This is an optimization exercise on Yosys and OpenROAD, whose aim is small area, a short achievable clock period and few clock cycles per item, not a production implementation. Where RTL was checked, it was by simulation tests only, not by an equivalence proof against the original.

== old ==
==> module dma_controller, before the edit <==
module dma_controller(
    input wire clk,
    input wire reset,
    input wire trigger,
    input wire [4:0] length,
    input wire [31:0] source_address,
    input wire [31:0] destination_add,
    input wire ARREADY,
    input wire [31:0] RDATA,
    input wire RVALID,
    input wire AWREADY,
    input wire WREADY,
    input wire BVALID,
    output reg done,
    output wire [31:0] ARADDR,
    output wire ARVALID,
    output wire RREADY,
    output wire [31:0] AWADDR,
    output wire AWVALID,
    output wire [31:0] WDATA,
    output wire WVALID,
    output wire BREADY
);
    wire [2:0] words = length[4:2];
    addr_stream ar (.clk(clk), .reset(reset), .trigger(trigger), .words(words),
                    .base(source_address), .ready(ARREADY),
                    .valid(ARVALID), .addr(ARADDR));
    addr_stream aw (.clk(clk), .reset(reset), .trigger(trigger), .words(words),
                    .base(destination_add), .ready(AWREADY),
                    .valid(AWVALID), .addr(AWADDR));
    reg [2:0] b_left;
    wire busy = |b_left;
    assign WDATA = RDATA;
    assign WVALID = RVALID & busy;
    assign RREADY = WREADY & busy;
    assign BREADY = 1'b1;
    always @(posedge clk or posedge reset) begin
        if (reset) begin
            b_left <= 3'd0;
            done <= 1'b0;
        end else if (trigger) begin
            b_left <= words;
            done <= 1'b0;
        end else if (busy && BVALID) begin
            b_left <= b_left - 3'd1;
            done <= b_left == 3'd1;
        end
    end
endmodule
==> module addr_stream, before the edit <==
module addr_stream(
    input wire clk,
    input wire reset,
    input wire trigger,
    input wire [2:0] words,
    input wire [31:0] base,
    input wire ready,
    output wire valid,
    output wire [31:0] addr
);
    localparam G = 5;                       
    localparam NG = (27 + G - 1) / G;       
    reg [2:0] left;                         
    reg [2:0] flip_lo;
    reg [NG-1:0] carry;
    wire busy = |left;
    assign valid = trigger | busy;
    wire hs = valid & ready;
    wire last = busy ? left == 3'd1 : words == 3'd1;
    wire step = hs & !last;                 
    always @(posedge clk or posedge reset) begin
        if (reset)
            left <= 3'd0;
        else if (hs)
            left <= (busy ? left : words) - 3'd1;
        else if (trigger)
            left <= words;
    end
    wire [2:0] lo_inc = addr[4:2] + 3'd1;
    wire carry_inc = carry[0] | (&addr[4:2]);
    wire [26:0] up = base[31:5];
    always @(posedge clk) begin
        if (step)
            flip_lo <= lo_inc ^ base[4:2];
        else if (!busy)
            flip_lo <= 3'd0;
    end
    reg carry0;
    always @(posedge clk) begin
        if (step)
            carry0 <= carry_inc;
        else if (!busy)
            carry0 <= 1'b0;
    end
    genvar g, k;
    generate
        for (g = 0; g < NG; g = g + 1) begin : grp
            if (g == 0) begin : first
                always @(*) carry[g] = carry0;
            end else begin : rest
                reg below;
                always @(posedge clk)
                    below <= &up[g*G-1:0];
                always @(*) carry[g] = carry0 & below;
            end
        end
    endgenerate
    assign addr[1:0] = 2'b00;
    assign addr[4:2] = base[4:2] ^ flip_lo;
    generate
        for (k = 0; k < 27; k = k + 1) begin : bit_up
            localparam integer GB = (k / G) * G;    
            wire inner;
            if (k == GB) begin : first
                assign inner = 1'b1;
            end else begin : rest
                assign inner = &up[k-1:GB];
            end
            assign addr[5 + k] = up[k] ^ (carry[k / G] & inner);
        end
    endgenerate
endmodule
==> flow/config.mk <==
export PLATFORM = sky130hd
export DESIGN_NAME = dma_controller
export DESIGN_NICKNAME = dma_controller
export VERILOG_FILES = /design/flow/design.v
export SDC_FILE = /design/flow/constraint.sdc
export NUM_CORES = 4
export LEC_CHECK = 0
export CAP_MARGIN = 20
export CORE_MARGIN = 2
export CORE_UTILIZATION = 40
export SETUP_SLACK_MARGIN = 1.5
export SLEW_MARGIN = 20
==> flow/constraint.sdc <==
create_clock -name core_clock -period 4.0 [get_ports {clk}]
set_input_delay 0.8000 -clock core_clock [delete_from_list [all_inputs] [get_ports {clk}]]
set_output_delay 0.8000 -clock core_clock [all_outputs]
set_load 0.01 [all_outputs]
standard.sh (not shown) runs the stock make flow with config.mk's settings and CLKGATE_MAP_FILE= SYNTH_SCRIPT=/design/flow/synth_recipe.tcl, a recipe that flattens the netlist after the stock synthesis.
==> flow/flow/run.sh <==
#!/bin/bash
# Standard layout, but with the smallest buffer on the ports (the flow upsizes
# them where timing needs it).
set -euo pipefail
export BUFFER_PORTS_ARGS="-buffer_cell sky130_fd_sc_hd__buf_1"
bash standard.sh > standard.log 2>&1
The inputs of new differ from those of old as listed below.
--- a/flow/design.v
+++ b/flow/design.v
@@ -29,22 +29,26 @@
     addr_stream aw (.clk(clk), .reset(reset), .trigger(trigger), .words(words),
                     .base(destination_add), .ready(AWREADY),
                     .valid(AWVALID), .addr(AWADDR));
-    reg [2:0] b_left;
-    wire busy = |b_left;
+    reg busy;
     assign WDATA = RDATA;
     assign WVALID = RVALID & busy;
     assign RREADY = WREADY & busy;
+    reg [2:0] b_idx;
     assign BREADY = 1'b1;
+    wire b_last = (b_idx + 3'd1) == words;
     always @(posedge clk or posedge reset) begin
         if (reset) begin
-            b_left <= 3'd0;
+            b_idx <= 3'd0;
+            busy <= 1'b0;
             done <= 1'b0;
         end else if (trigger) begin
-            b_left <= words;
+            b_idx <= 3'd0;
+            busy <= 1'b1;
             done <= 1'b0;
         end else if (busy && BVALID) begin
-            b_left <= b_left - 3'd1;
-            done <= b_left == 3'd1;
+            b_idx <= b_idx + 3'd1;
+            busy <= !b_last;
+            done <= b_last;
         end
     end
 endmodule
@@ -58,23 +62,29 @@
     output wire valid,
     output wire [31:0] addr
 );
-    localparam G = 5;                       
+    localparam G = 4;                       
     localparam NG = (27 + G - 1) / G;       
-    reg [2:0] left;                         
+    reg busy;
+    reg [2:0] idx;
     reg [2:0] flip_lo;
     reg [NG-1:0] carry;
-    wire busy = |left;
     assign valid = trigger | busy;
     wire hs = valid & ready;
-    wire last = busy ? left == 3'd1 : words == 3'd1;
+    wire [2:0] idx_inc = idx + 3'd1;
+    wire last = idx_inc == words;
     wire step = hs & !last;                 
     always @(posedge clk or posedge reset) begin
-        if (reset)
-            left <= 3'd0;
-        else if (hs)
-            left <= (busy ? left : words) - 3'd1;
-        else if (trigger)
-            left <= words;
+        if (reset) begin
+            idx <= 3'd0;
+            busy <= 1'b0;
+        end else begin
+            if (hs)
+                idx <= last ? 3'd0 : idx_inc;
+            if (hs)
+                busy <= !last;
+            else if (trigger)
+                busy <= 1'b1;
+        end
     end
     wire [2:0] lo_inc = addr[4:2] + 3'd1;
     wire carry_inc = carry[0] | (&addr[4:2]);
Findings:
In the tables for new and old, layout overhead on the synthesized area reads higher with old. Re TritonCTS sink count: new is 5 up on old. Sequential share of layout area in new is 3.2 points higher than in old. new vs. old: utilization went up, multi-input logic cell count decreased 7.6%, sequential cell count increased by 5 relative to the old numbers, synthesized cell count went down by 3.3%.
Testbench counts of new, summed over its fixed seeds: cycles 5,957, words 1,889.
Only the layout flow was run in old; the RTL was not checked for function there.


Setup of branch delta:
Another version of the RTL of dma_controller (not shown whole).
Size in the first run: about 210 I/O pins, roughly 2700 um2 of cells after synthesis.
==> module addr_stream, before the edit <==
module addr_stream(
    input wire clk,
    input wire reset,
    input wire trigger,
    input wire [2:0] words,
    input wire [31:0] base,
    input wire ready,
    output wire valid,
    output wire [31:0] addr
);
    localparam G = 4;                       
    localparam NG = (27 + G - 1) / G;       
    reg busy;
    reg [2:0] idx;
    reg [2:0] flip_lo;
    reg [NG-1:0] carry;
    assign valid = trigger | busy;
    wire hs = valid & ready;
    wire [2:0] idx_inc = idx + 3'd1;
    wire last = idx_inc == words;
    wire step = hs & !last;                 
    always @(posedge clk or posedge reset) begin
        if (reset) begin
            idx <= 3'd0;
            busy <= 1'b0;
        end else begin
            if (hs)
                idx <= last ? 3'd0 : idx_inc;
            if (hs)
                busy <= !last;
            else if (trigger)
                busy <= 1'b1;
        end
    end
    wire [2:0] flip_inc = flip_lo ^ {addr[3] & addr[2], addr[2], 1'b1};
    wire carry_inc = carry[0] | (&addr[4:2]);
    wire [26:0] up = base[31:5];
    always @(posedge clk) begin
        if (step)
            flip_lo <= flip_inc;
        else if (!busy)
            flip_lo <= 3'd0;
    end
    reg carry0;
    always @(posedge clk) begin
        if (step)
            carry0 <= carry_inc;
        else if (!busy)
            carry0 <= 1'b0;
    end
    genvar g, k;
    generate
        for (g = 0; g < NG; g = g + 1) begin : grp
            if (g == 0) begin : first
                always @(*) carry[g] = carry0;
            end else begin : rest
                reg below;
                always @(posedge clk)
                    below <= &up[g*G-1:0];
                always @(*) carry[g] = carry0 & below;
            end
        end
    endgenerate
    assign addr[1:0] = base[1:0];           
    assign addr[4:2] = base[4:2] ^ flip_lo;
    generate
        for (k = 0; k < 27; k = k + 1) begin : bit_up
            localparam integer GB = (k / G) * G;    
            wire inner;
            if (k == GB) begin : first
                assign inner = 1'b1;
            end else begin : rest
                assign inner = &up[k-1:GB];
            end
            assign addr[5 + k] = up[k] ^ (carry[k / G] & inner);
        end
    endgenerate
endmodule
==> flow/config.mk <==
export PLATFORM = sky130hd
export DESIGN_NAME = dma_controller
export DESIGN_NICKNAME = dma_controller
export VERILOG_FILES = /design/flow/design.v
export SDC_FILE = /design/flow/constraint.sdc
export NUM_CORES = 4
export LEC_CHECK = 0
export CAP_MARGIN = 20
export CORE_MARGIN = 2
export CORE_UTILIZATION = 40
export CTS_BUF_LIST = sky130_fd_sc_hd__clkbuf_4
export SETUP_SLACK_MARGIN = 1.5
export SLEW_MARGIN = 20
==> flow/constraint.sdc <==
create_clock -name core_clock -period 4.0 [get_ports {clk}]
set_input_delay 0.8000 -clock core_clock [delete_from_list [all_inputs] [get_ports {clk}]]
set_output_delay 0.8000 -clock core_clock [all_outputs]
set_load 0.01 [all_outputs]
Scripts as last shown in full above: flow/flow/run.sh
The inputs of branch willow differ from those of branch delta as listed below.
--- a/flow/design.v
+++ b/flow/design.v
@@ -59,5 +59,5 @@
     output wire [31:0] addr
 );
-    localparam G = 4;                       
+    localparam G = 3;                       
     localparam NG = (27 + G - 1) / G;       
     reg busy;
--- outcome ---
- branch willow completed end to end with timing, DRC and antenna clean.
- Compared with branch delta, branch willow shows die area higher by about 3.6%.
- Final wirelength was lower in branch willow than in branch delta.
- Share of synthesized area occupied by flip-flops and latches: branch willow vs branch delta up 1.8 points
- From branch delta to branch willow the numbers moved as follows: buffering overhead fell by 1.2 points, area growth from synthesis to layout fell by 1.1 points, number of distinct library cells after synthesis rose by 5.
- branch willow ended with less met3 track utilization from global routing than branch delta.
- Delta (branch willow minus branch delta): count of buffering cells on the critical path with inverters included fell 1; post-layout instance area rose 2.8%; final critical-path required period fell 0.0085 ns; cell area after placement rose 3.8%; proportion of cell area occupied by multi-input gates fell 0.19 points.
No run of this note included a check of the RTL's function; only the layout flow was run.

## separate check: timing with driven ports
How much do the figures lean on ideal ports? The routed layouts below were timed once more, with nothing changed but the port constraints. Step 1 sets driving cells, clkbuf_16 on the clock port and buf_2 on the other inputs (assumed; they add their load-dependent delay and slew). Step 2 moves the port delays by t, midway between the first and last clock arrival at a register: inputs arrive t later, outputs are due t later. That takes back most of the time a late clock gives input paths. a / b / c = ideal / step 1 / step 2; a / b = the first two.
| run | shift t [ns] | slack for setup (ns) | latest minus earliest clock arrival (ns) | worst register clock-pin slew, ns | worst data-port slew with drivers (ns) |
|---|---|---|---|---|---|
| old | 0.305 | 1.538 / 1.517 / 1.517 | 0.002 / 0.002 | 0.11 / 0.11 | 0.07 |
| new | 0.299 | 1.648 / 1.619 / 1.619 | 0.006 / 0.006 | 0.07 / 0.07 | 0.07 |
| branch delta | 0.344 | 1.607 / 1.581 / 1.581 | 0.007 / 0.008 | 0.10 / 0.10 | 0.08 |
| branch willow | 0.350 | 1.615 / 1.593 / 1.654 | 0.023 / 0.024 | 0.12 / 0.12 | 0.07 |
After both steps every run listed still meets setup and hold. For new, which loses most, drivers alone change the setup slack by -0.029 ns; drivers and shift together by -0.029 ns.
